Background: an optimization exercise with open tools, aiming at small area and a short achievable clock period. Do not read the settings as production practice.
The RTL was checked by simulation tests, not by an equivalence proof against the original design.
Power and IR drop assume default switching activity.

===== design/flow/flow/run.sh =====
#!/bin/bash
# Standard ORFS layout (standard.sh) with two changes: every port gets a buf_2 as its port
# buffer instead of the delay buffer that buffer_ports picks by default, and Yosys's synth
# skips its generic ABC pass before full adders are extracted (SYNTH_ARGS=-noabc).
set -euo pipefail
export BUFFER_PORTS_ARGS="-buffer_cell sky130_fd_sc_hd__buf_2"
export SYNTH_ARGS="-noabc"
bash standard.sh > standard_flow.log 2>&1

===== design/flow/constraint.sdc =====
create_clock -name core_clock -period 6.0 [get_ports {CLK}]
set_input_delay 1.2000 -clock core_clock [delete_from_list [all_inputs] [get_ports {CLK}]]
set_output_delay 1.2000 -clock core_clock [all_outputs]
set_load 0.01 [all_outputs]

===== design/flow/design.v =====
module datapathB_behavioral
  #(parameter WLx = 8, parameter WLc = 8)
  ( input signed [WLx-1:0] x,
    input signed [WLc-1:0] a, b, c,
    input CLK,
    output signed [(WLx+WLc+WLc)+1:0] outR
  );
  reg [7:0] x1, c1, c2; reg [8:0] w1;
  reg [11:0] ex2;
  reg [15:0] y2; reg [33:0] t1r;
  reg [5:0] zlo3; reg [16:0] zA3, zB3; reg cyk3, clo3; reg [2:0] wh3; reg [22:0] z4;
  wire [11:0] ex0 = {x[7], ((x[7] & ~x[6] & ~x[5]) | (~x[7] & x[6] & x[5])), (x[6] ^ x[5]), x[5], ((x[5] & ~x[4] & ~x[3]) | (~x[5] & x[4] & x[3])), (x[4] ^ x[3]), x[3], ((x[3] & ~x[2] & ~x[1]) | (~x[3] & x[2] & x[1])), (x[2] ^ x[1]), x[1], (x[1] & ~x[0]), x[0]};
  wire [11:0] ex1 = {x1[7], ((x1[7] & ~x1[6] & ~x1[5]) | (~x1[7] & x1[6] & x1[5])), (x1[6] ^ x1[5]), x1[5], ((x1[5] & ~x1[4] & ~x1[3]) | (~x1[5] & x1[4] & x1[3])), (x1[4] ^ x1[3]), x1[3], ((x1[3] & ~x1[2] & ~x1[1]) | (~x1[3] & x1[2] & x1[1])), (x1[2] ^ x1[1]), x1[1], (x1[1] & ~x1[0]), x1[0]};
  wire m_1;
  wire m_2;
  wire m_3;
  wire m_4;
  wire m_5;
  wire m_6;
  wire m_7;
  wire m_8;
  wire m_9;
  wire m_10;
  wire m_11;
  wire m_12;
  wire m_13;
  wire m_14;
  wire m_15;
  wire m_16;
  wire m_17;
  wire m_18;
  wire m_19;
  wire m_20;
  wire m_21;
  wire m_22;
  wire m_23;
  wire m_24;
  wire m_25;
  wire m_26;
  wire m_27;
  wire m_28;
  wire m_29;
  wire m_30;
  wire m_31;
  wire m_32;
  wire m_33;
  wire m_34;
  wire m_35;
  wire m_36;
  wire m_37;
  wire m_38;
  wire m_39;
  wire m_40;
  wire m_41;
  wire m_42;
  wire m_43;
  wire m_44;
  wire n_1;
  wire n_2;
  wire n_3;
  wire n_4;
  wire n_5;
  wire n_6;
  wire n_7;
  wire n_8;
  wire n_9;
  wire n_10;
  wire n_11;
  wire n_12;
  wire n_13;
  wire n_14;
  wire n_15;
  wire n_16;
  wire n_17;
  wire n_18;
  wire n_19;
  wire n_20;
  wire n_21;
  wire n_22;
  wire n_23;
  wire n_24;
  wire n_25;
  wire n_26;
  wire n_27;
  wire n_28;
  wire n_29;
  wire n_30;
  wire n_31;
  wire n_32;
  wire n_33;
  wire n_34;
  wire n_35;
  wire n_36;
  wire n_37;
  wire n_38;
  wire n_39;
  wire n_40;
  wire n_41;
  wire n_42;
  wire n_43;
  wire n_44;
  wire n_45;
  wire n_46;
  wire n_47;
  wire n_48;
  wire n_49;
  wire n_50;
  wire n_51;
  wire n_52;
  wire n_53;
  wire n_54;
  wire n_55;
  wire n_56;
  wire n_57;
  wire n_58;
  wire n_59;
  wire n_60;
  wire n_61;
  wire n_62;
  wire n_63;
  wire n_64;
  wire n_65;
  wire n_66;
  wire n_67;
  wire n_68;
  wire n_69;
  wire n_70;
  wire n_71;
  wire n_72;
  wire n_73;
  wire n_74;
  wire n_75;
  wire n_76;
  wire n_77;
  wire n_78;
  wire n_79;
  wire n_80;
  wire n_81;
  wire n_82;
  wire n_83;
  wire n_84;
  wire n_85;
  wire n_86;
  wire n_87;
  wire n_88;
  wire n_89;
  wire n_90;
  wire n_91;
  wire n_92;
  wire n_93;
  wire n_94;
  wire n_95;
  wire n_96;
  wire n_97;
  wire n_98;
  wire n_99;
  wire n_100;
  wire n_101;
  wire n_102;
  wire n_103;
  wire n_104;
  wire n_105;
  wire n_106;
  wire n_107;
  wire n_108;
  wire n_109;
  wire n_110;
  wire n_111;
  wire n_112;
  wire n_113;
  wire n_114;
  wire n_115;
  wire n_116;
  wire n_117;
  wire n_118;
  wire n_119;
  wire n_120;
  wire n_121;
  wire n_122;
  wire n_123;
  wire n_124;
  wire n_125;
  wire n_126;
  wire n_127;
  wire n_128;
  wire n_129;
  wire n_130;
  wire n_131;
  wire n_132;
  wire n_133;
  wire n_134;
  wire n_135;
  wire n_136;
  wire n_137;
  wire n_138;
  wire n_139;
  wire n_140;
  wire n_141;
  wire n_142;
  wire n_143;
  wire n_144;
  wire n_145;
  wire n_146;
  wire n_147;
  wire n_148;
  wire n_149;
  wire n_150;
  wire n_151;
  wire n_152;
  wire n_153;
  wire n_154;
  wire n_155;
  wire n_156;
  wire n_157;
  wire n_158;
  wire n_159;
  wire n_160;
  wire n_161;
  wire n_162;
  wire n_163;
  wire n_164;
  wire n_165;
  wire n_166;
  wire n_167;
  wire n_168;
  wire n_169;
  wire n_170;
  wire n_171;
  wire n_172;
  wire n_173;
  wire n_174;
  assign n_1 = ((a[0] & ex0[0]) ^ ex0[2]);
  assign n_2 = (((a[1] & ex0[0]) | (a[0] & ex0[1])) ^ ex0[2]);
  assign n_3 = (((a[2] & ex0[0]) | (a[1] & ex0[1])) ^ ex0[2]);
  assign n_4 = (((a[3] & ex0[0]) | (a[2] & ex0[1])) ^ ex0[2]);
  assign n_5 = (((a[4] & ex0[0]) | (a[3] & ex0[1])) ^ ex0[2]);
  assign n_6 = (((a[5] & ex0[0]) | (a[4] & ex0[1])) ^ ex0[2]);
  assign n_7 = (((a[6] & ex0[0]) | (a[5] & ex0[1])) ^ ex0[2]);
  assign n_8 = (((a[7] & ex0[0]) | (a[6] & ex0[1])) ^ ex0[2]);
  assign n_9 = ~((((a[7] & ex0[0]) | (a[7] & ex0[1])) ^ ex0[2]));
  assign n_10 = ((a[0] & ex0[3]) ^ ex0[5]);
  assign n_11 = (((a[1] & ex0[3]) | (a[0] & ex0[4])) ^ ex0[5]);
  assign n_12 = (((a[2] & ex0[3]) | (a[1] & ex0[4])) ^ ex0[5]);
  assign n_13 = (((a[3] & ex0[3]) | (a[2] & ex0[4])) ^ ex0[5]);
  assign n_14 = (((a[4] & ex0[3]) | (a[3] & ex0[4])) ^ ex0[5]);
  assign n_15 = (((a[5] & ex0[3]) | (a[4] & ex0[4])) ^ ex0[5]);
  assign n_16 = (((a[6] & ex0[3]) | (a[5] & ex0[4])) ^ ex0[5]);
  assign n_17 = (((a[7] & ex0[3]) | (a[6] & ex0[4])) ^ ex0[5]);
  assign n_18 = ~((((a[7] & ex0[3]) | (a[7] & ex0[4])) ^ ex0[5]));
  assign n_19 = ((a[0] & ex0[6]) ^ ex0[8]);
  assign n_20 = (((a[1] & ex0[6]) | (a[0] & ex0[7])) ^ ex0[8]);
  assign n_21 = (((a[2] & ex0[6]) | (a[1] & ex0[7])) ^ ex0[8]);
  assign n_22 = (((a[3] & ex0[6]) | (a[2] & ex0[7])) ^ ex0[8]);
  assign n_23 = (((a[4] & ex0[6]) | (a[3] & ex0[7])) ^ ex0[8]);
  assign n_24 = (((a[5] & ex0[6]) | (a[4] & ex0[7])) ^ ex0[8]);
  assign n_25 = (((a[6] & ex0[6]) | (a[5] & ex0[7])) ^ ex0[8]);
  assign n_26 = (((a[7] & ex0[6]) | (a[6] & ex0[7])) ^ ex0[8]);
  assign n_27 = ~((((a[7] & ex0[6]) | (a[7] & ex0[7])) ^ ex0[8]));
  assign n_28 = ((a[0] & ex0[9]) ^ ex0[11]);
  assign n_29 = (((a[1] & ex0[9]) | (a[0] & ex0[10])) ^ ex0[11]);
  assign n_30 = (((a[2] & ex0[9]) | (a[1] & ex0[10])) ^ ex0[11]);
  assign n_31 = (((a[3] & ex0[9]) | (a[2] & ex0[10])) ^ ex0[11]);
  assign n_32 = (((a[4] & ex0[9]) | (a[3] & ex0[10])) ^ ex0[11]);
  assign n_33 = (((a[5] & ex0[9]) | (a[4] & ex0[10])) ^ ex0[11]);
  assign n_34 = (((a[6] & ex0[9]) | (a[5] & ex0[10])) ^ ex0[11]);
  assign n_35 = (((a[7] & ex0[9]) | (a[6] & ex0[10])) ^ ex0[11]);
  assign n_36 = ~((((a[7] & ex0[9]) | (a[7] & ex0[10])) ^ ex0[11]));
  assign n_37 = n_7 ^ n_14;
  assign n_38 = n_7 & n_14;
  assign n_39 = n_8 ^ n_15 ^ n_22;
  assign n_40 = (n_8 & n_15) | (n_8 & n_22) | (n_15 & n_22);
  assign n_41 = n_9 ^ n_16 ^ n_23;
  assign n_42 = (n_9 & n_16) | (n_9 & n_23) | (n_16 & n_23);
  assign n_43 = n_17 ^ n_24;
  assign n_44 = n_17 & n_24;
  assign n_45 = n_18 ^ n_25;
  assign n_46 = n_18 & n_25;
  assign n_47 = ((y2[0] & ex2[0]) ^ ex2[2]);
  assign n_48 = (((y2[1] & ex2[0]) | (y2[0] & ex2[1])) ^ ex2[2]);
  assign n_49 = (((y2[2] & ex2[0]) | (y2[1] & ex2[1])) ^ ex2[2]);
  assign n_50 = (((y2[3] & ex2[0]) | (y2[2] & ex2[1])) ^ ex2[2]);
  assign n_51 = (((y2[4] & ex2[0]) | (y2[3] & ex2[1])) ^ ex2[2]);
  assign n_52 = (((y2[5] & ex2[0]) | (y2[4] & ex2[1])) ^ ex2[2]);
  assign n_53 = (((y2[6] & ex2[0]) | (y2[5] & ex2[1])) ^ ex2[2]);
  assign n_54 = (((y2[7] & ex2[0]) | (y2[6] & ex2[1])) ^ ex2[2]);
  assign n_55 = (((y2[8] & ex2[0]) | (y2[7] & ex2[1])) ^ ex2[2]);
  assign n_56 = (((y2[9] & ex2[0]) | (y2[8] & ex2[1])) ^ ex2[2]);
  assign n_57 = (((y2[10] & ex2[0]) | (y2[9] & ex2[1])) ^ ex2[2]);
  assign n_58 = (((y2[11] & ex2[0]) | (y2[10] & ex2[1])) ^ ex2[2]);
  assign n_59 = (((y2[12] & ex2[0]) | (y2[11] & ex2[1])) ^ ex2[2]);
  assign n_60 = (((y2[13] & ex2[0]) | (y2[12] & ex2[1])) ^ ex2[2]);
  assign n_61 = (((y2[14] & ex2[0]) | (y2[13] & ex2[1])) ^ ex2[2]);
  assign n_62 = (((y2[15] & ex2[0]) | (y2[14] & ex2[1])) ^ ex2[2]);
  assign n_63 = ~((((y2[15] & ex2[0]) | (y2[15] & ex2[1])) ^ ex2[2]));
  assign n_64 = ((y2[0] & ex2[3]) ^ ex2[5]);
  assign n_65 = (((y2[1] & ex2[3]) | (y2[0] & ex2[4])) ^ ex2[5]);
  assign n_66 = (((y2[2] & ex2[3]) | (y2[1] & ex2[4])) ^ ex2[5]);
  assign n_67 = (((y2[3] & ex2[3]) | (y2[2] & ex2[4])) ^ ex2[5]);
  assign n_68 = (((y2[4] & ex2[3]) | (y2[3] & ex2[4])) ^ ex2[5]);
  assign n_69 = (((y2[5] & ex2[3]) | (y2[4] & ex2[4])) ^ ex2[5]);
  assign n_70 = (((y2[6] & ex2[3]) | (y2[5] & ex2[4])) ^ ex2[5]);
  assign n_71 = (((y2[7] & ex2[3]) | (y2[6] & ex2[4])) ^ ex2[5]);
  assign n_72 = (((y2[8] & ex2[3]) | (y2[7] & ex2[4])) ^ ex2[5]);
  assign n_73 = (((y2[9] & ex2[3]) | (y2[8] & ex2[4])) ^ ex2[5]);
  assign n_74 = (((y2[10] & ex2[3]) | (y2[9] & ex2[4])) ^ ex2[5]);
  assign n_75 = (((y2[11] & ex2[3]) | (y2[10] & ex2[4])) ^ ex2[5]);
  assign n_76 = (((y2[12] & ex2[3]) | (y2[11] & ex2[4])) ^ ex2[5]);
  assign n_77 = (((y2[13] & ex2[3]) | (y2[12] & ex2[4])) ^ ex2[5]);
  assign n_78 = (((y2[14] & ex2[3]) | (y2[13] & ex2[4])) ^ ex2[5]);
  assign n_79 = (((y2[15] & ex2[3]) | (y2[14] & ex2[4])) ^ ex2[5]);
  assign n_80 = ~((((y2[15] & ex2[3]) | (y2[15] & ex2[4])) ^ ex2[5]));
  assign n_81 = ((y2[0] & ex2[6]) ^ ex2[8]);
  assign n_82 = (((y2[1] & ex2[6]) | (y2[0] & ex2[7])) ^ ex2[8]);
  assign n_83 = (((y2[2] & ex2[6]) | (y2[1] & ex2[7])) ^ ex2[8]);
  assign n_84 = (((y2[3] & ex2[6]) | (y2[2] & ex2[7])) ^ ex2[8]);
  assign n_85 = (((y2[4] & ex2[6]) | (y2[3] & ex2[7])) ^ ex2[8]);
  assign n_86 = (((y2[5] & ex2[6]) | (y2[4] & ex2[7])) ^ ex2[8]);
  assign n_87 = (((y2[6] & ex2[6]) | (y2[5] & ex2[7])) ^ ex2[8]);
  assign n_88 = (((y2[7] & ex2[6]) | (y2[6] & ex2[7])) ^ ex2[8]);
  assign n_89 = (((y2[8] & ex2[6]) | (y2[7] & ex2[7])) ^ ex2[8]);
  assign n_90 = (((y2[9] & ex2[6]) | (y2[8] & ex2[7])) ^ ex2[8]);
  assign n_91 = (((y2[10] & ex2[6]) | (y2[9] & ex2[7])) ^ ex2[8]);
  assign n_92 = (((y2[11] & ex2[6]) | (y2[10] & ex2[7])) ^ ex2[8]);
  assign n_93 = (((y2[12] & ex2[6]) | (y2[11] & ex2[7])) ^ ex2[8]);
  assign n_94 = (((y2[13] & ex2[6]) | (y2[12] & ex2[7])) ^ ex2[8]);
  assign n_95 = (((y2[14] & ex2[6]) | (y2[13] & ex2[7])) ^ ex2[8]);
  assign n_96 = (((y2[15] & ex2[6]) | (y2[14] & ex2[7])) ^ ex2[8]);
  assign n_97 = ~((((y2[15] & ex2[6]) | (y2[15] & ex2[7])) ^ ex2[8]));
  assign n_98 = ((y2[0] & ex2[9]) ^ ex2[11]);
  assign n_99 = (((y2[1] & ex2[9]) | (y2[0] & ex2[10])) ^ ex2[11]);
  assign n_100 = (((y2[2] & ex2[9]) | (y2[1] & ex2[10])) ^ ex2[11]);
  assign n_101 = (((y2[3] & ex2[9]) | (y2[2] & ex2[10])) ^ ex2[11]);
  assign n_102 = (((y2[4] & ex2[9]) | (y2[3] & ex2[10])) ^ ex2[11]);
  assign n_103 = (((y2[5] & ex2[9]) | (y2[4] & ex2[10])) ^ ex2[11]);
  assign n_104 = (((y2[6] & ex2[9]) | (y2[5] & ex2[10])) ^ ex2[11]);
  assign n_105 = (((y2[7] & ex2[9]) | (y2[6] & ex2[10])) ^ ex2[11]);
  assign n_106 = (((y2[8] & ex2[9]) | (y2[7] & ex2[10])) ^ ex2[11]);
  assign n_107 = (((y2[9] & ex2[9]) | (y2[8] & ex2[10])) ^ ex2[11]);
  assign n_108 = (((y2[10] & ex2[9]) | (y2[9] & ex2[10])) ^ ex2[11]);
  assign n_109 = (((y2[11] & ex2[9]) | (y2[10] & ex2[10])) ^ ex2[11]);
  assign n_110 = (((y2[12] & ex2[9]) | (y2[11] & ex2[10])) ^ ex2[11]);
  assign n_111 = (((y2[13] & ex2[9]) | (y2[12] & ex2[10])) ^ ex2[11]);
  assign n_112 = (((y2[14] & ex2[9]) | (y2[13] & ex2[10])) ^ ex2[11]);
  assign n_113 = (((y2[15] & ex2[9]) | (y2[14] & ex2[10])) ^ ex2[11]);
  assign n_114 = ~((((y2[15] & ex2[9]) | (y2[15] & ex2[10])) ^ ex2[11]));
  assign n_115 = n_53 ^ n_68;
  assign n_116 = n_53 & n_68;
  assign n_117 = n_54 ^ n_69 ^ n_84;
  assign n_118 = (n_54 & n_69) | (n_54 & n_84) | (n_69 & n_84);
  assign n_119 = n_55 ^ n_70 ^ n_85;
  assign n_120 = (n_55 & n_70) | (n_55 & n_85) | (n_70 & n_85);
  assign n_121 = n_56 ^ n_71 ^ n_86;
  assign n_122 = (n_56 & n_71) | (n_56 & n_86) | (n_71 & n_86);
  assign n_123 = n_57 ^ n_72 ^ n_87;
  assign n_124 = (n_57 & n_72) | (n_57 & n_87) | (n_72 & n_87);
  assign n_125 = n_58 ^ n_73 ^ n_88;
  assign n_126 = (n_58 & n_73) | (n_58 & n_88) | (n_73 & n_88);
  assign n_127 = n_59 ^ n_74 ^ n_89;
  assign n_128 = (n_59 & n_74) | (n_59 & n_89) | (n_74 & n_89);
  assign n_129 = n_60 ^ n_75 ^ n_90;
  assign n_130 = (n_60 & n_75) | (n_60 & n_90) | (n_75 & n_90);
  assign n_131 = n_61 ^ n_76 ^ n_91;
  assign n_132 = (n_61 & n_76) | (n_61 & n_91) | (n_76 & n_91);
  assign n_133 = n_62 ^ n_77 ^ n_92;
  assign n_134 = (n_62 & n_77) | (n_62 & n_92) | (n_77 & n_92);
  assign n_135 = n_63 ^ n_78 ^ n_93;
  assign n_136 = (n_63 & n_78) | (n_63 & n_93) | (n_78 & n_93);
  assign n_137 = n_79 ^ n_94;
  assign n_138 = n_79 & n_94;
  assign n_139 = n_80 ^ n_95;
  assign n_140 = n_80 & n_95;
  assign n_141 = n_51 ^ n_66;
  assign n_142 = n_51 & n_66;
  assign n_143 = n_52 ^ n_67 ^ n_82;
  assign n_144 = (n_52 & n_67) | (n_52 & n_82) | (n_67 & n_82);
  assign n_145 = n_83 ^ n_98 ^ n_115;
  assign n_146 = (n_83 & n_98) | (n_83 & n_115) | (n_98 & n_115);
  assign n_147 = n_99 ^ n_117 ^ n_116;
  assign n_148 = (n_99 & n_117) | (n_99 & n_116) | (n_117 & n_116);
  assign n_149 = n_100 ^ n_119 ^ n_118;
  assign n_150 = (n_100 & n_119) | (n_100 & n_118) | (n_119 & n_118);
  assign n_151 = n_101 ^ n_121 ^ n_120;
  assign n_152 = (n_101 & n_121) | (n_101 & n_120) | (n_121 & n_120);
  assign n_153 = n_102 ^ n_123 ^ n_122;
  assign n_154 = (n_102 & n_123) | (n_102 & n_122) | (n_123 & n_122);
  assign n_155 = n_103 ^ n_125 ^ n_124;
  assign n_156 = (n_103 & n_125) | (n_103 & n_124) | (n_125 & n_124);
  assign n_157 = n_104 ^ n_127 ^ n_126;
  assign n_158 = (n_104 & n_127) | (n_104 & n_126) | (n_127 & n_126);
  assign n_159 = n_105 ^ n_129 ^ n_128;
  assign n_160 = (n_105 & n_129) | (n_105 & n_128) | (n_129 & n_128);
  assign n_161 = n_106 ^ n_131 ^ n_130;
  assign n_162 = (n_106 & n_131) | (n_106 & n_130) | (n_131 & n_130);
  assign n_163 = n_107 ^ n_133 ^ n_132;
  assign n_164 = (n_107 & n_133) | (n_107 & n_132) | (n_133 & n_132);
  assign n_165 = n_108 ^ n_135 ^ n_134;
  assign n_166 = (n_108 & n_135) | (n_108 & n_134) | (n_135 & n_134);
  assign n_167 = n_109 ^ n_137 ^ n_136;
  assign n_168 = (n_109 & n_137) | (n_109 & n_136) | (n_137 & n_136);
  assign n_169 = n_110 ^ n_139 ^ n_138;
  assign n_170 = (n_110 & n_139) | (n_110 & n_138) | (n_139 & n_138);
  assign n_171 = n_96 ^ n_111 ^ n_140;
  assign n_172 = (n_96 & n_111) | (n_96 & n_140) | (n_111 & n_140);
  assign n_173 = n_97 ^ n_112;
  assign n_174 = n_97 & n_112;
    assign m_1 = t1r[6] ^ t1r[7];
    assign m_2 = t1r[6] & t1r[7];
    assign m_3 = t1r[9] ^ t1r[10] ^ t1r[11];
    assign m_4 = (t1r[9] & t1r[10]) | (t1r[9] & t1r[11]) | (t1r[10] & t1r[11]);
    assign m_5 = t1r[12] ^ t1r[13] ^ t1r[14];
    assign m_6 = (t1r[12] & t1r[13]) | (t1r[12] & t1r[14]) | (t1r[13] & t1r[14]);
    assign m_7 = t1r[15] ^ t1r[16] ^ t1r[17];
    assign m_8 = (t1r[15] & t1r[16]) | (t1r[15] & t1r[17]) | (t1r[16] & t1r[17]);
    assign m_9 = t1r[18] ^ t1r[19] ^ t1r[20];
    assign m_10 = (t1r[18] & t1r[19]) | (t1r[18] & t1r[20]) | (t1r[19] & t1r[20]);
    assign m_11 = t1r[21] ^ t1r[22] ^ t1r[23];
    assign m_12 = (t1r[21] & t1r[22]) | (t1r[21] & t1r[23]) | (t1r[22] & t1r[23]);
    assign m_13 = t1r[24] ^ t1r[25] ^ t1r[26];
    assign m_14 = (t1r[24] & t1r[25]) | (t1r[24] & t1r[26]) | (t1r[25] & t1r[26]);
    assign m_15 = t1r[27] ^ t1r[28] ^ t1r[29];
    assign m_16 = (t1r[27] & t1r[28]) | (t1r[27] & t1r[29]) | (t1r[28] & t1r[29]);
    assign m_17 = t1r[30] ^ t1r[31];
    assign m_18 = t1r[30] & t1r[31];
    assign m_19 = t1r[2] ^ t1r[3];
    assign m_20 = t1r[2] & t1r[3];
    assign m_21 = t1r[4] ^ t1r[5] ^ W1[3];
    assign m_22 = (t1r[4] & t1r[5]) | (t1r[4] & W1[3]) | (t1r[5] & W1[3]);
    assign m_23 = t1r[8] ^ W1[4] ^ m_1;
    assign m_24 = (t1r[8] & W1[4]) | (t1r[8] & m_1) | (W1[4] & m_1);
    assign m_25 = W1[5] ^ m_3 ^ m_2;
    assign m_26 = (W1[5] & m_3) | (W1[5] & m_2) | (m_3 & m_2);
    assign m_27 = W1[6] ^ m_5 ^ m_4;
    assign m_28 = (W1[6] & m_5) | (W1[6] & m_4) | (m_5 & m_4);
    assign m_29 = W1[7] ^ m_7 ^ m_6;
    assign m_30 = (W1[7] & m_7) | (W1[7] & m_6) | (m_7 & m_6);
    assign m_31 = W1[8] ^ m_9 ^ m_8;
    assign m_32 = (W1[8] & m_9) | (W1[8] & m_8) | (m_9 & m_8);
    assign m_33 = W1[9] ^ m_11 ^ m_10;
    assign m_34 = (W1[9] & m_11) | (W1[9] & m_10) | (m_11 & m_10);
    assign m_35 = W1[10] ^ m_13 ^ m_12;
    assign m_36 = (W1[10] & m_13) | (W1[10] & m_12) | (m_13 & m_12);
    assign m_37 = W1[11] ^ m_15 ^ m_14;
    assign m_38 = (W1[11] & m_15) | (W1[11] & m_14) | (m_15 & m_14);
    assign m_39 = W1[12] ^ m_17 ^ m_16;
    assign m_40 = (W1[12] & m_17) | (W1[12] & m_16) | (m_17 & m_16);
    assign m_41 = t1r[32] ^ W1[13] ^ m_18;
    assign m_42 = (t1r[32] & W1[13]) | (t1r[32] & m_18) | (W1[13] & m_18);
    assign m_43 = t1r[33] ^ W1[14];
    assign m_44 = t1r[33] & W1[14];
  wire [33:0] t1w = {n_36, n_35, n_34, n_27, n_46, n_33, n_26, n_44, n_45, n_32, n_42, n_43, n_31, n_40, n_41, n_30, n_38, n_39, n_29, n_37, n_28, n_21, n_20, n_13, n_6, n_19, n_12, n_5, n_11, n_4, n_10, n_3, n_2, n_1};
  wire [22:0] zA = {n_114, n_113, n_173, n_171, n_169, n_167, n_165, n_163, n_161, n_159, n_157, n_155, n_153, n_151, n_149, n_147, n_145, n_143, n_81, n_50, n_49, n_48, n_47};
  wire [22:0] zB = {1'b0, n_174, n_172, n_170, n_168, n_166, n_164, n_162, n_160, n_158, n_156, n_154, n_152, n_150, n_148, n_146, n_144, n_142, n_141, n_65, n_64, 1'b0, 1'b0};
  wire [8:0] w0 = {b[7], b} + {2'b00, {ex0[11], 1'b0, ex0[8], 1'b0, ex0[5], 1'b0, ex0[2]}};
  wire [8:0] w2 = {c2[7], c2} + {2'b00, {ex2[11], 1'b0, ex2[8], 1'b0, ex2[5], 1'b0, ex2[2]}};
  wire [15:0] W1 = {{7{w1[8]}}, w1} + 16'd43776;
  wire [5:0] Wl = w2[5:0];
  wire [5:0] ls = zA[5:0] ^ zB[5:0] ^ Wl;
  wire [5:0] lc = (zA[5:0] & zB[5:0]) | (zA[5:0] & Wl) | (zB[5:0] & Wl);
  wire [6:0] lo = ls + {lc[4:0], 1'b0};
  wire [22:0] W2f = {{14{wh3[2]}}, wh3, 6'd0} + 23'd2818048;
  wire [16:0] Wh = W2f[22:6];
  wire [16:0] hs = zA3 ^ zB3 ^ Wh;
  wire [16:0] hc = (zA3 & zB3) | (zA3 & Wh) | (zB3 & Wh);
  wire [17:0] hsum = {hs, 1'b1} + {hc[15:0], cyk3, clo3};
  wire [15:0] yS = {W1[15], m_43, m_41, m_39, m_37, m_35, m_33, m_31, m_29, m_27, m_25, m_23, m_21, W1[2], t1r[1], t1r[0]};
  wire [15:0] yT = {m_44, m_42, m_40, m_38, m_36, m_34, m_32, m_30, m_28, m_26, m_24, m_22, m_20, m_19, W1[1], W1[0]};
  always @(posedge CLK) begin
    x1 <= x; w1 <= w0; c1 <= c; t1r <= t1w;
    ex2 <= ex1; c2 <= c1; y2 <= yS + yT;
    zlo3 <= lo[5:0]; clo3 <= lo[6]; cyk3 <= lc[5]; wh3 <= w2[8:6]; zA3 <= zA[22:6]; zB3 <= zB[22:6];
    z4 <= {hsum[17:1], zlo3};
  end
  assign outR = {{3{z4[22]}}, z4};
endmodule

===== design/flow/config.mk =====
export PLATFORM = sky130hd
export DESIGN_NAME = datapathB_behavioral
export DESIGN_NICKNAME = datapathB_behavioral
export VERILOG_FILES = /design/flow/design.v
export SDC_FILE = /design/flow/constraint.sdc
export NUM_CORES = 4
export LEC_CHECK = 0
export ABC_AREA = 1
export CAP_MARGIN = 20
export CORE_MARGIN = 2
export CORE_UTILIZATION = 40
export CTS_BUF_LIST = sky130_fd_sc_hd__clkbuf_8
export CTS_CLUSTER_SIZE = 40
export SETUP_SLACK_MARGIN = 3.5
export SLEW_MARGIN = 20

===== design/flow/standard.sh =====
#!/bin/bash
# synth_recipe.tcl (not shown) runs the flow's synth.tcl, then flattens the netlist and writes it again
# the make line also repeats each setting of config.mk as NAME=value (left out here)
make -C /OpenROAD-flow-scripts/flow DESIGN_CONFIG=/design/flow/config.mk WORK_HOME=/design/flow/orfs CLKGATE_MAP_FILE= SYNTH_SCRIPT=/design/flow/synth_recipe.tcl "${@:-finish}"

==> results of run 1 <==
## critical path, cell delays in order (launching register included)
cell        delay (ps)
dfxtp_4            370
clkinvlp_4         130
o22ai_2            180
xor2_1             220
fa_1               480
fa_1               590
ha_4               210
xor2_1             130
## cell usage in the layout, fill, tap and decap left out, types with 2 or more instances in the layout
cell type / netlist / final
xnor2_1: 5 / 5
dfxtp_1: 162 / 152
nor3_1: 6 / 6
buf_4: 9 / 18
o22ai_2: 0 / 6
mux2_2: 3 / 3
nor2_4: 1 / 2
inv_2: 1 / 5
clkinv_2: 0 / 3
o21ai_0: 21 / 20
nor2_1: 30 / 29
nand2_4: 3 / 4
inv_1: 110 / 102
nand2_2: 6 / 7
dfxtp_2: 0 / 6
o22ai_1: 87 / 81
nand2_1: 140 / 138
clkinv_4: 0 / 3
clkinvlp_4: 0 / 11
a21oi_2: 0 / 3
ha_1: 63 / 55
nand4_1: 4 / 4
dfxtp_4: 0 / 4
o21ai_4: 2 / 2
buf_2: 12 / 57
nor2_2: 3 / 3
a21oi_1: 39 / 35
fa_1: 64 / 63
xor2_2: 0 / 3
ha_4: 0 / 8
xor2_1: 125 / 122
conb_1: 1 / 6
clkbuf_8: 0 / 17
nand3_1: 32 / 32
## what timing repair did
item,4_1_cts,5_1_grt
hold buffers,0,0
endpoints found under the setup margin,11,19
pin swaps,0,19
buffers inserted,13,4
gates resized for setup,16,44
## registers in the layout, indices dropped and copies added (netlist names)
| name | flops |
|---|---|
| cyk3 | 1 |
| w1 | 9 |
| c2 | 8 |
| zlo3 | 6 |
| zB3 | 16 |
| ex2 | 12 |
| c1 | 8 |
| z4 | 23 |
| clo3 | 1 |
| y2 | 16 |
| zA3 | 17 |
| t1r | 34 |
| wh3 | 3 |
| x1 | 8 |
## Yosys cell counts, types with 2 or more instances
master,instances,area share (%)
nor2_2,3,0.21
o22ai_1,87,6.1
xnor2_1,5,0.49
nor2_1,30,1.3
nand4_1,4,0.28
dfxtp_1,162,36
fa_1,64,14
ha_1,63,8.8
nand3_1,32,1.8
nand2_4,3,0.38
nand2_1,140,5.8
nand2_2,6,0.42
nor3_1,6,0.33
o21ai_4,2,0.36
buf_4,9,0.75
a21oi_1,39,2.2
o21ai_0,21,1.2
a21boi_0,2,0.17
o21bai_1,2,0.17
buf_2,12,0.67
buf_6,2,0.25
inv_1,110,4.6
xor2_1,125,12
mux2_2,3,0.38
## path summary, 6_finish.rpt
kind,slack [ps],from,endpoint
hold reg to reg,330,c1[0]$_DFF_P_,c2[0]$_DFF_P_
setup / recovery,3570,ex2[0]$_DFF_P_,zlo3[5]$_DFF_P_
hold / removal,330,c1[0]$_DFF_P_,c2[0]$_DFF_P_
setup reg to reg,3570,ex2[0]$_DFF_P_,zlo3[5]$_DFF_P_
## cells by family after synthesis
| logic type | Yosys count |
|---|---|
| AOI/OAI and AO/OA | 156 |
| xor gates and xnor gates | 130 |
| adders and majority gates | 127 |
| buffers and inverters | 135 |
| DFF | 162 |
| muxes | 3 |
| other | 1 |
| and+or+nand+nor | 229 |
## power by group through the flow
stage / clock, mW / sequential (mW) / combinational, mW
4_1_cts: 0.748 / 1.65 / 3.66
3_5_place_dp: 0 / 1.68 / 3.60
6_report: 0.718 / 1.65 / 3.92
3_3_place_gp: 0 / 1.67 / 3.54
2_1_floorplan: 0 / 1.68 / 2.77
5_1_grt: 0.789 / 1.69 / 4.52
## final cells by class
cell class | instances | area share (%)
multi-input combinational | 651 | 52.71
tap | 280 | 3.416
sequential | 162 | 31.84
timing repair buffer | 76 | 4.209
clock buffer | 17 | 2.282
inverter | 112 | 4.356
clock inverter | 15 | 1.184
## per-layer routing
| metal | routed length, um | vias up | track usage (%) |
|---|---|---|---|
| li1 | - | 3231 | - |
| met1 | 7893 | 2979 | 17.97 |
| met2 | 8650 | 147 | 26.81 |
| met3 | 640 | 45 | 3.467 |
| met4 | 605 | 0 | 7.566 |
| met5 | 0 | - | 0 |
## metrics by stage
stage | util (%) | area (um2)
finish | 46.70 | 10250
global placement | 43.34 | 9518
floorplan | - | 9024
CTS | 45.64 | 10020
global route | 46.70 | 10250
detailed placement | 43.34 | 9518
==> flow_summary.json, run 1 <==
{
  "path_clk_slew_ps": 80,
  "finalSetupTns_ps": 0,
  "nNetsFinal": 1180,
  "hpwl_um": 13610,
  "antenna_found_initial": 0,
  "synth-simple-area-share_pct": 11.10,
  "drive_above_1_share_pct": 16.75,
  "yosysUniqueCellTypes": 35,
  "finClkSkew_ps": 11.10,
  "synth-seq-cells": 162,
  "start_util_pct": 40.92,
  "syn_area_per_cell_um2": 9.529,
  "finalCritPeriodShare_pct": 40.43,
  "synth_xor_area_share_pct": 12.67,
  "place_inst": 1264,
  "ys_seq_area_share_pct": 36.09,
  "vias": 6402,
  "dr.first_iter.drc_count": 261,
  "final_max_slew_viol_count": 0,
  "chipHeight_um": 153.9,
  "cts_sinks": 162,
  "antenna_left": 0,
  "whs_ps": 329.6,
  "fillers": 2064,
  "clkPwrFrac_pct": 11.4,
  "combinationalPowerShare_pct": 62.4,
  "seqPwrFrac_pct": 26.2,
  "dieArea_um2": 23680,
  "place_congestion": 0.8567,
  "path_class": "register to register",
  "rsz0062_at_grt": "true",
  "insertion_delay_ps": 460,
  "synthAdderAreaFrac_pct": 23.03,
  "ctsLongestPathBuffers": 2,
  "grt_max_degree": 19,
  "cts_tree": "built",
  "ctsRootBufferMaster": "clkbuf_8",
  "p_sw_share_pct": 45.04,
  "syn_inst": 943,
  "viasPerCell": 4.876,
  "yosysWarnings": 1,
  "wl_per_cell_um": 13.55,
  "ios": 59,
  "synth_compound_area_share_pct": 10.35,
  "layoutNonFillerInstCount": 1313,
  "grt_usage_pct": 15.41,
  "leakagePower_nw": 4.857,
  "ff_latch_area_um2": 3266,
  "worst_setup_path_end_kind": "register",
  "drcViolationCount": 0,
  "core_um2": 21960,
  "total_power_mw": 6.286,
  "peakVddDrop_v": 0.0001962,
  "ff2ff_path_depth": 7,
  "cts_buffers": 17,
  "p_per_area_nw_per_um2": 613.0,
  "status": "complete, no violations",
  "arrival_ps": 2770,
  "finalWorstSetupSlack_ps": 3574,
  "grt_overflow": 0,
  "syn2layout_area_growth_pct": 14.12,
  "dr.pass1.iters": 4,
  "numPortBuffers": 58,
  "synth_top_family_by_area": "adder cells",
  "grt_pass1_vias": 6267,
  "fmax_ghz": 0.4122,
  "worst_pin_slew_ps": 950.9,
  "crit_required_ps": 6350,
  "synth_edf_count": 0,
  "hold_viol": 0,
  "placement.setup.worst_slack_ps": 2908,
  "synth.area.mux_share_pct": 0.3759,
  "grt_pass1_wl_um": 29300,
  "max_cap_violations": 0,
  "cts_max_level": 4,
  "max-slew-margin-rel_pct": 36.52,
  "syn_area_um2": 8986,
  "path_max_fanout": 5,
  "net-switching-power_mw": 2.831,
  "hold_class": "register to register",
  "async_reset_ff_share_pct": 0,
  "multiInputGateArea_um2": 5405,
  "p_int_mw": 3.455,
  "period_needed_ps": 2426,
  "num_rows": 54,
  "whs_path_depth": 0,
  "postRouteWirelength_um": 17790,
  "ys.flop_type": "dfxtp_1",
  "start_kind": "register",
  "die_x_um": 153.9,
  "setup_violations": 0,
  "antennaDiodeCount": 0
}
==> inputs of run 2 (changes only) <==
--- a/design/flow/config.mk
+++ b/design/flow/config.mk
@@ -11,5 +11,6 @@
 export CORE_UTILIZATION = 40
 export CTS_BUF_LIST = sky130_fd_sc_hd__clkbuf_8
 export CTS_CLUSTER_SIZE = 40
+export PLACE_DENSITY = 0.7
 export SETUP_SLACK_MARGIN = 3.5
 export SLEW_MARGIN = 20
==> flow_summary.json, run 2 <==
{
  "fmax_ghz": 0.4041,
  "antenna_found_initial": 0,
  "yosysUniqueCellTypes": 35,
  "start_kind": "register",
  "synth_most_common_cell": "dfxtp_1",
  "core_um2": 21960,
  "postRouteWirelength_um": 17270,
  "wl_per_cell_um": 13.16,
  "crit_chain": "fa_1 > inv_1 > fa_1 > inv_2 > ha_4 > nand2_1 > nor2_1 > nand4_1 > nand3_2 > a21oi_1",
  "largest_register": "t1r",
  "hold_viol": 0,
  "num_rows": 54,
  "insertion_delay_ps": 460,
  "dr.pass1.iters": 7,
  "combinationalPowerShare_pct": 62.2,
  "leakagePower_nw": 4.852,
  "largest_registers": "t1r: 34 flops, z4: 23 flops, zA3: 17 flops",
  "grt_overflow": 0,
  "ys_seq_area_share_pct": 36.09,
  "synth_top_cells_by_count": "dfxtp_1, nand2_1, xor2_1",
  "syn_area_per_cell_um2": 9.529,
  "multiInputGateArea_um2": 5403,
  "ctsRootBufferMaster": "clkbuf_8",
  "final_common_cell": "dfxtp_1",
  "total_power_mw": 6.313,
  "final_max_slew_viol_count": 0,
  "cts_tree": "built",
  "hpwl_um": 13230,
  "cp_slowest_cell": "fa_1",
  "p_int_mw": 3.457,
  "synth-seq-cells": 162,
  "layoutNonFillerInstCount": 1312,
  "cts_max_level": 4,
  "synth_edf_count": 0,
  "syn_area_um2": 8986,
  "max_cap_violations": 0,
  "synth_top_area_share_pct": 36.09,
  "finalSetupTns_ps": 0,
  "path_class": "register to register",
  "antennaDiodeCount": 0,
  "grt_pass1_vias": 6241,
  "ys.flop_type": "dfxtp_1",
  "syn_inst": 943,
  "crit_family": "adder cells",
  "chipHeight_um": 153.9,
  "dieArea_um2": 23680,
  "cts_buffers": 17,
  "p_per_area_nw_per_um2": 615.3,
  "place_congestion": 0.9193,
  "hold_class": "register to register",
  "finalCritPeriodShare_pct": 41.24,
  "period_needed_ps": 2475,
  "worst_setup_path_end_kind": "register",
  "max-slew-margin-rel_pct": 37.14,
  "seqPwrFrac_pct": 26.1,
  "grt_pass1_wl_um": 28820,
  "path_max_fanout": 6,
  "grt_max_degree": 19,
  "yosysWarnings": 1,
  "ff_latch_area_um2": 3267,
  "p_sw_share_pct": 45.23,
  "async_reset_ff_share_pct": 0,
  "setup_violations": 0,
  "viasPerCell": 4.850,
  "critPathMaxStageDelay_ps": 530,
  "vias": 6363,
  "nNetsFinal": 1179,
  "dr.first_iter.drc_count": 425,
  "drive_above_1_share_pct": 17.15,
  "drcViolationCount": 0,
  "yosys.area.top_type": "dfxtp_1",
  "place_inst": 1263,
  "crit_path_frequent_cell": "fa_1",
  "finClkSkew_ps": 9.817,
  "fillers": 2004,
  "finalWorstSetupSlack_ps": 3525,
  "ys_top_cells_by_area": "dfxtp_1, fa_1, xor2_1",
  "worst_pin_slew_ps": 941.6,
  "placement.setup.worst_slack_ps": 2980,
  "largest_reg_flops": 34,
  "peakVddDrop_v": 0.0002211,
  "path_clk_slew_ps": 90,
  "clkPwrFrac_pct": 11.7,
  "ctsHoldBuffers": 0,
  "die_x_um": 153.9,
  "crit_buf_inv": 2,
  "status": "complete, no violations",
  "grt_usage_pct": 15.05,
  "ctsLongestPathBuffers": 2,
  "ios": 59,
  "start_util_pct": 40.92,
  "crit_required_ps": 6340,
  "rsz0062_at_grt": "true",
  "antenna_left": 0,
  "syn2layout_area_growth_pct": 14.17,
  "net-switching-power_mw": 2.856,
  "cts_sinks": 162,
  "arrival_ps": 2820,
  "numPortBuffers": 58,
  "final_cell_mix": "dfxtp_1, nand2_1, xor2_1"
}
[run 2: cell counts after synthesis]
No cell type changed its count.
[run 2: layout make-up]
class                      count  share of cell area (%)
sequential                   162                   31.84
clock inverter                15                   1.329
tap                          280                   3.415
clock buffer                  17                   2.280
multi-input combinational    651                   52.66
inverter                     112                   4.354
timing repair buffer          75                   4.122
[run 2: timing repair]
item | CTS | global route
cloned | 0 | 0
gates resized for setup | 19 | 41
pin swaps | 1 | 10
buffers inserted | 12 | 5
endpoints found under the setup margin | 12 | 17
[run 2: worst paths after layout]
path / cells after the start / to / slack [ps] / startpoint
max: 10 / y2[15]$_DFF_P_ / 3530 / t1r[18]$_DFF_P_
min: 0 / z4[5]$_DFF_P_ / 330 / zlo3[5]$_DFF_P_
max reg2reg: 10 / y2[15]$_DFF_P_ / 3530 / t1r[18]$_DFF_P_
min reg2reg: 0 / z4[5]$_DFF_P_ / 330 / zlo3[5]$_DFF_P_
[run 2: logic make-up after synthesis]
group | synth area share, %
buf+inv | 6.349
flops | 36.09
compound gates | 10.35
xor+xnor | 12.67
fa+ha+maj | 23.03
other cells | 0.04173
mux | 0.3759
simple gates | 11.10
[run 2: per-layer routing]
metal / GRT usage [%] / routed length [um] / up-vias / share of wire (%)
met4: 4.762 / 295 / 0 / 1.7
li1: - / - / 3237 / -
met5: 0 / 0 / - / 0
met3: 3.467 / 668 / 23 / 3.9
met1: 18.26 / 7701 / 2958 / 45
met2: 26.51 / 8599 / 145 / 50
[run 2: per-stage QoR]
stage | util, % | cell area, um2 | hold slack (ps)
floorplan | - | 9024 | 309.6
global placement | 43.31 | 9510 | 311.4
detailed placement | 43.31 | 9510 | 313.6
CTS | 45.73 | 10040 | 326.8
global route | 46.72 | 10260 | 327.9
finish | 46.72 | 10260 | 325.8
[run 2: power groups by stage]
stage	Sequential [mW]	Combinational, mW	Clock [mW]
finish	1.65	3.93	0.736
global route	1.69	4.49	0.803
CTS	1.65	3.69	0.759
detailed placement	1.68	3.59	0
global placement	1.67	3.51	0
floorplan	1.68	2.77	0
==> inputs of run 3 (changes only) <==
--- a/design/flow/config.mk
+++ b/design/flow/config.mk
@@ -10,7 +10,6 @@
 export CORE_MARGIN = 2
 export CORE_UTILIZATION = 40
 export CTS_BUF_LIST = sky130_fd_sc_hd__clkbuf_8
-export CTS_CLUSTER_SIZE = 40
-export PLACE_DENSITY = 0.7
+export CTS_CLUSTER_SIZE = 30
 export SETUP_SLACK_MARGIN = 3.5
 export SLEW_MARGIN = 20
==> flow_summary.json, run 3 <==
{
  "grt_max_degree": 19,
  "leakagePower_nw": 4.857,
  "antennaDiodeCount": 0,
  "ctsLongestPathBuffers": 2,
  "setup_violations": 0,
  "worst_pin_slew_ps": 950.9,
  "ys.flop_type": "dfxtp_1",
  "cts_max_level": 4,
  "dr.pass1.iters": 4,
  "ys_seq_area_share_pct": 36.09,
  "start_util_pct": 40.92,
  "yosysUniqueCellTypes": 35,
  "drive_above_1_share_pct": 16.75,
  "final_max_slew_viol_count": 0,
  "final_common_cell": "dfxtp_1",
  "cts_sinks": 162,
  "synth_most_common_cell": "dfxtp_1",
  "grt_pass1_wl_um": 29300,
  "largest_reg_flops": 34,
  "fillers": 2064,
  "regToRegSetupSlack_ps": 3570,
  "antenna_found_initial": 0,
  "peakVddDrop_v": 0.0001962,
  "finalCritPeriodShare_pct": 40.43,
  "period_needed_ps": 2426,
  "ios": 59,
  "ys_top_cells_by_area": "dfxtp_1, fa_1, xor2_1",
  "num_rows": 54,
  "max_cap_violations": 0,
  "async_reset_ff_share_pct": 0,
  "syn2layout_area_growth_pct": 14.12,
  "hpwl_um": 13610,
  "fmax_ghz": 0.4122,
  "whs_ps": 329.6,
  "synth-seq-cells": 162,
  "hold_viol": 0,
  "postRouteWirelength_um": 17790,
  "dr.first_iter.drc_count": 261,
  "path_clk_slew_ps": 80,
  "multiInputGateArea_um2": 5405,
  "core_um2": 21960,
  "chipHeight_um": 153.9,
  "synth_top_area_share_pct": 36.09,
  "cts_buffers": 17,
  "syn_inst": 943,
  "ff_latch_area_um2": 3266,
  "path_max_fanout": 5,
  "yosys.area.top_type": "dfxtp_1",
  "synth_top_cells_by_count": "dfxtp_1, nand2_1, xor2_1",
  "worst_setup_path_end_kind": "register",
  "die_x_um": 153.9,
  "synth_edf_count": 0,
  "final_cell_mix": "dfxtp_1, nand2_1, xor2_1",
  "viasPerCell": 4.876,
  "max-slew-margin-rel_pct": 36.52,
  "finalSetupTns_ps": 0,
  "drcViolationCount": 0,
  "arrival_ps": 2770,
  "largest_registers": "t1r: 34 flops, z4: 23 flops, zA3: 17 flops",
  "ctsRootBufferMaster": "clkbuf_8",
  "path_class": "register to register",
  "syn_area_um2": 8986,
  "insertion_delay_ps": 460,
  "grt_pass1_vias": 6267,
  "start_kind": "register",
  "ctsHoldBuffers": 0,
  "syn_area_per_cell_um2": 9.529,
  "nNetsFinal": 1180,
  "final_util_pct": 46.70,
  "finClkSkew_ps": 11.10,
  "grt_usage_pct": 15.41,
  "dieArea_um2": 23680,
  "antenna_left": 0,
  "status": "complete, no violations",
  "cts_tree": "built",
  "wl_per_cell_um": 13.55,
  "crit_required_ps": 6350,
  "p_per_area_nw_per_um2": 613.0,
  "place_congestion": 0.8567,
  "rsz0062_at_grt": "true",
  "numPortBuffers": 58,
  "yosysWarnings": 1,
  "largest_register": "t1r",
  "hold_class": "register to register",
  "grt_overflow": 0,
  "vias": 6402
}
==> run 3: power breakdown <==
group / leakage, nW / switching (mW) / total [mW] / internal [mW]
sequential: 1.37 / 0.152 / 1.65 / 1.49
clock: 0.182 / 0.395 / 0.718 / 0.322
combinational: 3.31 / 2.28 / 3.92 / 1.64
==> run 3: timing repair <==
item | CTS | global route
pin swaps | 0 | 19
endpoints found under the hold margin | 0 | 0
endpoints found under the setup margin | 11 | 19
buffers inserted | 13 | 4
resized for setup | 16 | 44
==> run 3: cells by family (layout without fill, tap and decap cells) <==
| kind of cell | count (synthesis) | count (layout) | synth area share (%) |
|---|---|---|---|
| and+or+nand+nor | 229 | 229 | 11.10 |
| DFF | 162 | 162 | 36.09 |
| AOI/OAI and AO/OA | 156 | 156 | 10.35 |
| buffers and inverters | 135 | 220 | 6.349 |
| xor gates and xnor gates | 130 | 130 | 12.67 |
| adders and majority gates | 127 | 127 | 23.03 |
| muxes | 3 | 3 | 0.3759 |
| other | 1 | 6 | 0.04173 |
==> run 3: per-stage QoR <==
step | setup WS, ps | cell area [um2] | power, mW | cells
2_1_floorplan | 3504 | 9024 | 4.452 | 948
3_5_place_dp | 2908 | 9518 | 5.284 | 1264
6_report | 3574 | 10250 | 6.286 | 1313
5_1_grt | 3439 | 10250 | 6.989 | 1313
4_1_cts | 3502 | 10020 | 6.063 | 1309
3_3_place_gp | 3016 | 9518 | 5.207 | 1264
==> run 3: final cells by class <==
class | count | area share, %
clock buffer | 17 | 2.282
clock inverter | 15 | 1.184
inverter | 112 | 4.356
multi-input combinational | 651 | 52.71
sequential | 162 | 31.84
tap | 280 | 3.416
timing repair buffer | 76 | 4.209
==> run 3: path summary, 6_finish.rpt <==
path	startpoint	end	cells after the start
hold reg to reg	c1[0]$_DFF_P_	c2[0]$_DFF_P_	0
hold / removal	c1[0]$_DFF_P_	c2[0]$_DFF_P_	0
setup / recovery	ex2[0]$_DFF_P_	zlo3[5]$_DFF_P_	7
setup reg to reg	ex2[0]$_DFF_P_	zlo3[5]$_DFF_P_	7
==> run 3: layer usage <==
layer	up-vias	wire length, um	GRT usage (%)
met1	2979	7893	17.97
met4	0	605	7.566
li1	3231	-	-
met2	147	8650	26.81
met3	45	640	3.467
met5	-	0	0
==> run 3: worst max-delay path, cell delays in order, from the launching register on <==
cell,delay (ps)
dfxtp_4,370
clkinvlp_4,130
o22ai_2,180
xor2_1,220
fa_1,480
fa_1,590
ha_4,210
xor2_1,130
==> inputs of run 4 (changes only) <==
--- a/design/flow/config.mk
+++ b/design/flow/config.mk
@@ -6,10 +6,10 @@
 export NUM_CORES = 4
 export LEC_CHECK = 0
 export ABC_AREA = 1
-export CAP_MARGIN = 20
+export CAP_MARGIN = 5
 export CORE_MARGIN = 2
 export CORE_UTILIZATION = 40
 export CTS_BUF_LIST = sky130_fd_sc_hd__clkbuf_8
-export CTS_CLUSTER_SIZE = 30
+export CTS_CLUSTER_SIZE = 40
 export SETUP_SLACK_MARGIN = 3.5
-export SLEW_MARGIN = 20
+export SLEW_MARGIN = 5
==> flow_summary.json, run 4 <==
{
  "antenna_left": 0,
  "synth.area.mux_share_pct": 0.3759,
  "synth_top_cells_by_count": "dfxtp_1, nand2_1, xor2_1",
  "antennaDiodeCount": 0,
  "numPortBuffers": 58,
  "worst_setup_path_end_kind": "register",
  "whs_ps": 329.6,
  "rsz0062_at_grt": "true",
  "cts_buffers": 17,
  "grt_max_degree": 19,
  "status": "complete, no violations",
  "synthAdderAreaFrac_pct": 23.03,
  "worst_pin_slew_ps": 950.9,
  "crit_chain": "clkinvlp_4 > o22ai_2 > xor2_1 > fa_1 > fa_1 > ha_4 > xor2_1",
  "synth-seq-cells": 162,
  "antenna_found_initial": 0,
  "grt_pass1_wl_um": 29300,
  "largest_reg_flops": 34,
  "synth_edf_count": 0,
  "insertion_delay_ps": 460,
  "final_cell_mix": "dfxtp_1, nand2_1, xor2_1",
  "ctsLongestPathBuffers": 2,
  "place_inst": 1264,
  "max-slew-margin-rel_pct": 36.52,
  "hold_viol": 0,
  "peakVddDrop_v": 0.0001962,
  "dieArea_um2": 23680,
  "synth_compound_area_share_pct": 10.35,
  "cts_tree": "built",
  "drive_above_1_share_pct": 16.75,
  "drcViolationCount": 0,
  "final_max_slew_viol_count": 0,
  "path_max_fanout": 5,
  "hpwl_um": 13610,
  "crit_required_ps": 6350,
  "chipHeight_um": 153.9,
  "ios": 59,
  "final_util_pct": 46.70,
  "largest_register": "t1r",
  "path_clk_slew_ps": 80,
  "synth_top_family_by_area": "adder cells",
  "yosys.area.top_type": "dfxtp_1",
  "cts_max_level": 4,
  "ys_top_cells_by_area": "dfxtp_1, fa_1, xor2_1",
  "ys_seq_area_share_pct": 36.09,
  "max_cap_violations": 0,
  "viasPerCell": 4.876,
  "fmax_ghz": 0.4122,
  "postRouteWirelength_um": 17790,
  "start_util_pct": 40.92,
  "finalSetupTns_ps": 0,
  "die_x_um": 153.9,
  "period_needed_ps": 2426,
  "hold_class": "register to register",
  "critPathMaxStageDelay_ps": 590,
  "largest_registers": "t1r: 34 flops, z4: 23 flops, zA3: 17 flops",
  "place_congestion": 0.8567,
  "cts_sinks": 162,
  "yosysUniqueCellTypes": 35,
  "whs_path_depth": 0,
  "layoutNonFillerInstCount": 1313,
  "ctsHoldBuffers": 0,
  "async_reset_ff_share_pct": 0,
  "grt_usage_pct": 15.41,
  "ys.flop_type": "dfxtp_1",
  "total_power_mw": 6.286,
  "yosysWarnings": 1,
  "syn_inst": 943,
  "final_common_cell": "dfxtp_1",
  "cp_slowest_cell": "fa_1",
  "grt_pass1_vias": 6267,
  "nNetsFinal": 1180,
  "synth_xor_area_share_pct": 12.67,
  "syn2layout_area_growth_pct": 14.12,
  "num_rows": 54,
  "leakagePower_nw": 4.857,
  "wl_per_cell_um": 13.55,
  "syn_area_per_cell_um2": 9.529,
  "syn_area_um2": 8986,
  "synth-simple-area-share_pct": 11.10,
  "ff2ff_path_depth": 7,
  "setup_violations": 0,
  "arrival_ps": 2770,
  "synth_top_area_share_pct": 36.09,
  "finalCritPeriodShare_pct": 40.43,
  "p_per_area_nw_per_um2": 613.0,
  "vias": 6402,
  "start_kind": "register",
  "finClkSkew_ps": 11.10,
  "dr.first_iter.drc_count": 261,
  "synth_most_common_cell": "dfxtp_1",
  "dr.pass1.iters": 4,
  "ctsRootBufferMaster": "clkbuf_8",
  "core_um2": 21960,
  "path_class": "register to register",
  "grt_overflow": 0
}
==> run 4: worst max-delay path: cells and delay by family (launching register included) <==
family | cells | cell delay (ps)
AO/OA/AOI/OAI | 1 | 180
XOR/XNOR | 2 | 350
adder cells (fa/ha/maj) | 3 | 1280
buffers and inverters | 1 | 130
flip-flops | 1 | 370
==> run 4: area by class of cell <==
| cell class | instances | area (um2) |
|---|---|---|
| Tap cell | 280 | 350.3 |
| Timing Repair Buffer | 76 | 431.7 |
| Inverter | 112 | 446.7 |
| Fill cell | 2064 | 11700 |
| Multi-Input combinational cell | 651 | 5405 |
| Sequential cell | 162 | 3266 |
| Clock inverter | 15 | 121.4 |
| Clock buffer | 17 | 234.0 |
==> run 4: timing repair <==
action,CTS,global route
pin swaps,0,19
gates resized for setup,16,44
setup endpoints to repair,11,19
setup buffers,13,4
==> run 4: power breakdown <==
part	internal (mW)	total (mW)	switching [mW]	leakage (nW)
Combinational	1.64	3.92	2.28	3.31
Clock	0.322	0.718	0.395	0.182
Sequential	1.49	1.65	0.152	1.37
Total	3.46	6.29	2.83	4.86
==> run 4: cells by family after synthesis <==
family,Yosys count
flops,162
fa+ha+maj,127
compound gates,156
xor+xnor,130
mux,3
other cells,1
buf+inv,135
simple gates,229
==> run 4: final timing paths <==
| path | from | to | slack, ps |
|---|---|---|---|
| worst min register to register | c1[0]$_DFF_P_ | c2[0]$_DFF_P_ | 330 |
| worst max register to register | ex2[0]$_DFF_P_ | zlo3[5]$_DFF_P_ | 3570 |
| worst min-delay path | c1[0]$_DFF_P_ | c2[0]$_DFF_P_ | 330 |
| worst max-delay path | ex2[0]$_DFF_P_ | zlo3[5]$_DFF_P_ | 3570 |
==> run 4: through the flow <==
step | area [um2] | setup WS, ps
detailed placement | 9518 | 2908
finish | 10250 | 3574
global route | 10250 | 3439
global placement | 9518 | 3016
CTS | 10020 | 3502
floorplan | 9024 | 3504
==> run 4: metal layers <==
| metal | global-route usage, % | part of all wire [%] | vias up |
|---|---|---|---|
| met5 | 0 | 0 | - |
| met1 | 17.97 | 44 | 2979 |
| met4 | 7.566 | 3.4 | 0 |
| met2 | 26.81 | 49 | 147 |
| li1 | - | - | 3231 |
| met3 | 3.467 | 3.6 | 45 |
==> inputs of run 5 (changes only) <==
--- a/design/flow/config.mk
+++ b/design/flow/config.mk
@@ -11,5 +11,5 @@
 export CORE_UTILIZATION = 40
 export CTS_BUF_LIST = sky130_fd_sc_hd__clkbuf_8
 export CTS_CLUSTER_SIZE = 40
-export SETUP_SLACK_MARGIN = 3.5
+export SETUP_SLACK_MARGIN = 3.6
 export SLEW_MARGIN = 5
==> flow_summary.json, run 5 <==
{
  "hpwl_um": 13570,
  "status": "complete, no violations",
  "drive_above_1_share_pct": 19.69,
  "crit_path_frequent_cell": "nand2_1",
  "numPortBuffers": 58,
  "regToRegSetupSlack_ps": 3570,
  "path_class": "register to register",
  "synth_most_common_cell": "dfxtp_1",
  "syn_area_per_cell_um2": 9.529,
  "setup.worst_path.start": "t1r[20]$_DFF_P_",
  "finClkSkew_ps": 9.048,
  "syn_area_um2": 8986,
  "arrival_ps": 2790,
  "viasPerCell": 4.791,
  "leakagePower_nw": 4.914,
  "ctsLongestPathBuffers": 2,
  "hold_class": "register to register",
  "timing.rr.start": "t1r[20]$_DFF_P_",
  "path_max_fanout": 5,
  "antenna_left": 0,
  "cts_sinks": 162,
  "fmax_ghz": 0.4117,
  "setup_violations": 0,
  "yosysWarnings": 1,
  "grt_pass1_vias": 6370,
  "drcViolationCount": 0,
  "yosysUniqueCellTypes": 35,
  "cts_buffers": 17,
  "crit_chain": "fa_1 > inv_2 > fa_1 > inv_2 > ha_4 > nand2_2 > nand2_2 > o21bai_4 > a21oi_2 > nand2_1 > nand2_1 > nand2_1",
  "insertion_delay_ps": 460,
  "ys_seq_area_share_pct": 36.09,
  "synth_top_cells_by_count": "dfxtp_1, nand2_1, xor2_1",
  "ys.flop_type": "dfxtp_1",
  "grt_overflow": 0,
  "max-slew-margin-rel_pct": 36.72,
  "yosys.area.top_type": "dfxtp_1",
  "core_um2": 21960,
  "place_congestion": 0.8567,
  "p_per_area_nw_per_um2": 629.5,
  "start_util_pct": 40.92,
  "synth_top_area_share_pct": 36.09,
  "crit_family": "adder cells",
  "peakVddDrop_v": 0.0002415,
  "period_needed_ps": 2429,
  "dr.first_iter.drc_count": 247,
  "largest_register": "t1r",
  "worst_pin_slew_ps": 947.8,
  "syn_inst": 943,
  "synth_edf_count": 0,
  "synth-seq-cells": 162,
  "async_reset_ff_share_pct": 0,
  "antenna_found_initial": 0,
  "ctsRootBufferMaster": "clkbuf_8",
  "cts_tree": "built",
  "wl_per_cell_um": 13.28,
  "final_common_cell": "dfxtp_1",
  "crit_required_ps": 6360,
  "chipHeight_um": 153.9,
  "vias": 6305,
  "path_clk_slew_ps": 90,
  "rsz0062_at_grt": "true",
  "worst_setup_path_end_kind": "register",
  "finalSetupTns_ps": 0,
  "nNetsFinal": 1184,
  "die_x_um": 153.9,
  "place_inst": 1264,
  "max_cap_violations": 0,
  "cts_max_level": 4,
  "syn2layout_area_growth_pct": 16.23,
  "crit_buf_inv": 2,
  "final_cell_mix": "dfxtp_1, nand2_1, xor2_1",
  "critPathMaxStageDelay_ps": 550,
  "finalCritPeriodShare_pct": 40.49,
  "num_rows": 54,
  "worstHoldStart": "zlo3[5]$_DFF_P_",
  "largest_reg_flops": 34,
  "ys_top_cells_by_area": "dfxtp_1, fa_1, xor2_1",
  "grt_max_degree": 19,
  "ios": 59,
  "start_kind": "register",
  "layoutNonFillerInstCount": 1316,
  "cp_slowest_cell": "fa_1",
  "fillers": 2051,
  "antennaDiodeCount": 0,
  "largest_registers": "t1r: 34 flops, z4: 23 flops, zA3: 17 flops",
  "final_max_slew_viol_count": 0,
  "hold_viol": 0,
  "dr.pass1.iters": 5,
  "dieArea_um2": 23680,
  "postRouteWirelength_um": 17480,
  "grt_pass1_wl_um": 29460,
  "grt_usage_pct": 15.46
}
run 5: cell counts after synthesis:
No cell type changed its count.
run 5: final timing paths:
check                   end  cells after the start
max reg2reg  y2[13]$_DFF_P_                     12
min           z4[5]$_DFF_P_                      0
max          y2[13]$_DFF_P_                     12
min reg2reg   z4[5]$_DFF_P_                      0
run 5: repair_timing:
| action | 4_1_cts | 5_1_grt |
|---|---|---|
| gates cloned | 0 | 0 |
| gates resized for setup | 37 | 50 |
| setup endpoints to repair | 19 | 22 |
| hold buffers | 0 | 0 |
| setup buffers | 16 | 5 |
| pin swaps | 15 | 41 |
run 5: final cells by class:
cell class	count	area [um2]	area share [%]
tap	280	350.3	3.354
inverter	112	446.7	4.276
clock inverter	14	182.7	1.749
clock buffer	17	234.0	2.240
sequential	162	3273	31.34
timing repair buffer	80	467.9	4.480
multi-input combinational	651	5490	52.56
run 5: report_power, final:
part,internal (mW),leakage [nW],switching [mW],total (mW)
clock network,0.416,0.205,0.406,0.821
registers,1.49,1.37,0.149,1.64
logic,1.74,3.34,2.37,4.11
run 5: logic make-up (layout without fill, tap and decap cells):
group / count (synthesis) / count (layout) / share of synthesized area [%]
adders and majority gates: 127 / 127 / 23.03
xor gates and xnor gates: 130 / 130 / 12.67
DFF: 162 / 162 / 36.09
other: 1 / 6 / 0.04173
buffers and inverters: 135 / 223 / 6.349
muxes: 3 / 3 / 0.3759
and+or+nand+nor: 229 / 229 / 11.10
AOI/OAI and AO/OA: 156 / 156 / 10.35
run 5: routing by layer:
layer | up-vias | part of all wire [%] | wire length, um | global-route usage (%)
li1 | 3241 | - | - | -
met1 | 2928 | 45 | 7803 | 18.30
met2 | 109 | 50 | 8739 | 27.28
met3 | 27 | 2.9 | 508 | 3.269
met4 | 0 | 2.4 | 423 | 6.453
met5 | - | 0 | 0 | 0
run 5: per-stage QoR:
| stage | total power, mW | utilization, % | cell area, um2 | worst slack, ps | hold WS [ps] |
|---|---|---|---|---|---|
| 6_report | 6.575 | 47.57 | 10450 | 3571 | 332.5 |
| 5_1_grt | 7.296 | 47.57 | 10450 | 3446 | 340.9 |
| 4_1_cts | 6.374 | 46.56 | 10220 | 3512 | 332.9 |
| 3_5_place_dp | 5.290 | 43.38 | 9527 | 2981 | 313.2 |
| 3_3_place_gp | 5.218 | 43.38 | 9527 | 3049 | 310.4 |
| 2_1_floorplan | 4.456 | - | 9051 | 3531 | 309.6 |

-- static timing again, ports no longer ideal --
The flow's constraints put no driver on any port. The routed layouts listed below were extracted and timed again, unchanged, in two steps.
Step 1 sets driving cells, clkbuf_16 on the clock port and buf_2 on the other inputs (assumed; they add their load-dependent delay and slew).
Step 2 adds t to the input delays and takes it off the output delays; t is the mean of the earliest and latest rising clock arrival at the registers after step 1. Input paths then give back, and output paths get back, about the clock's delay inside the block.
Three values: ideal ports, drivers, drivers and shift; two values: the first two.
run	t (ns)	slack for setup (ns)	worst setup path at the end	clock arrival spread, ns	pins driven straight from the clock port
run 1	0.496	3.574 / 3.574 / 3.144	input to register	0.017 / 0.017	1
run 2	0.489	3.525 / 3.525 / 3.105	input to register	0.013 / 0.013	1
run 3	0.496	3.574 / 3.574 / 3.144	input to register	0.017 / 0.017	1
run 4	0.496	3.574 / 3.574 / 3.144	input to register	0.017 / 0.017	1
run 5	0.497	3.571 / 3.571 / 3.191	input to register	0.014 / 0.014	1
After both steps setup and hold are still met in every run listed.
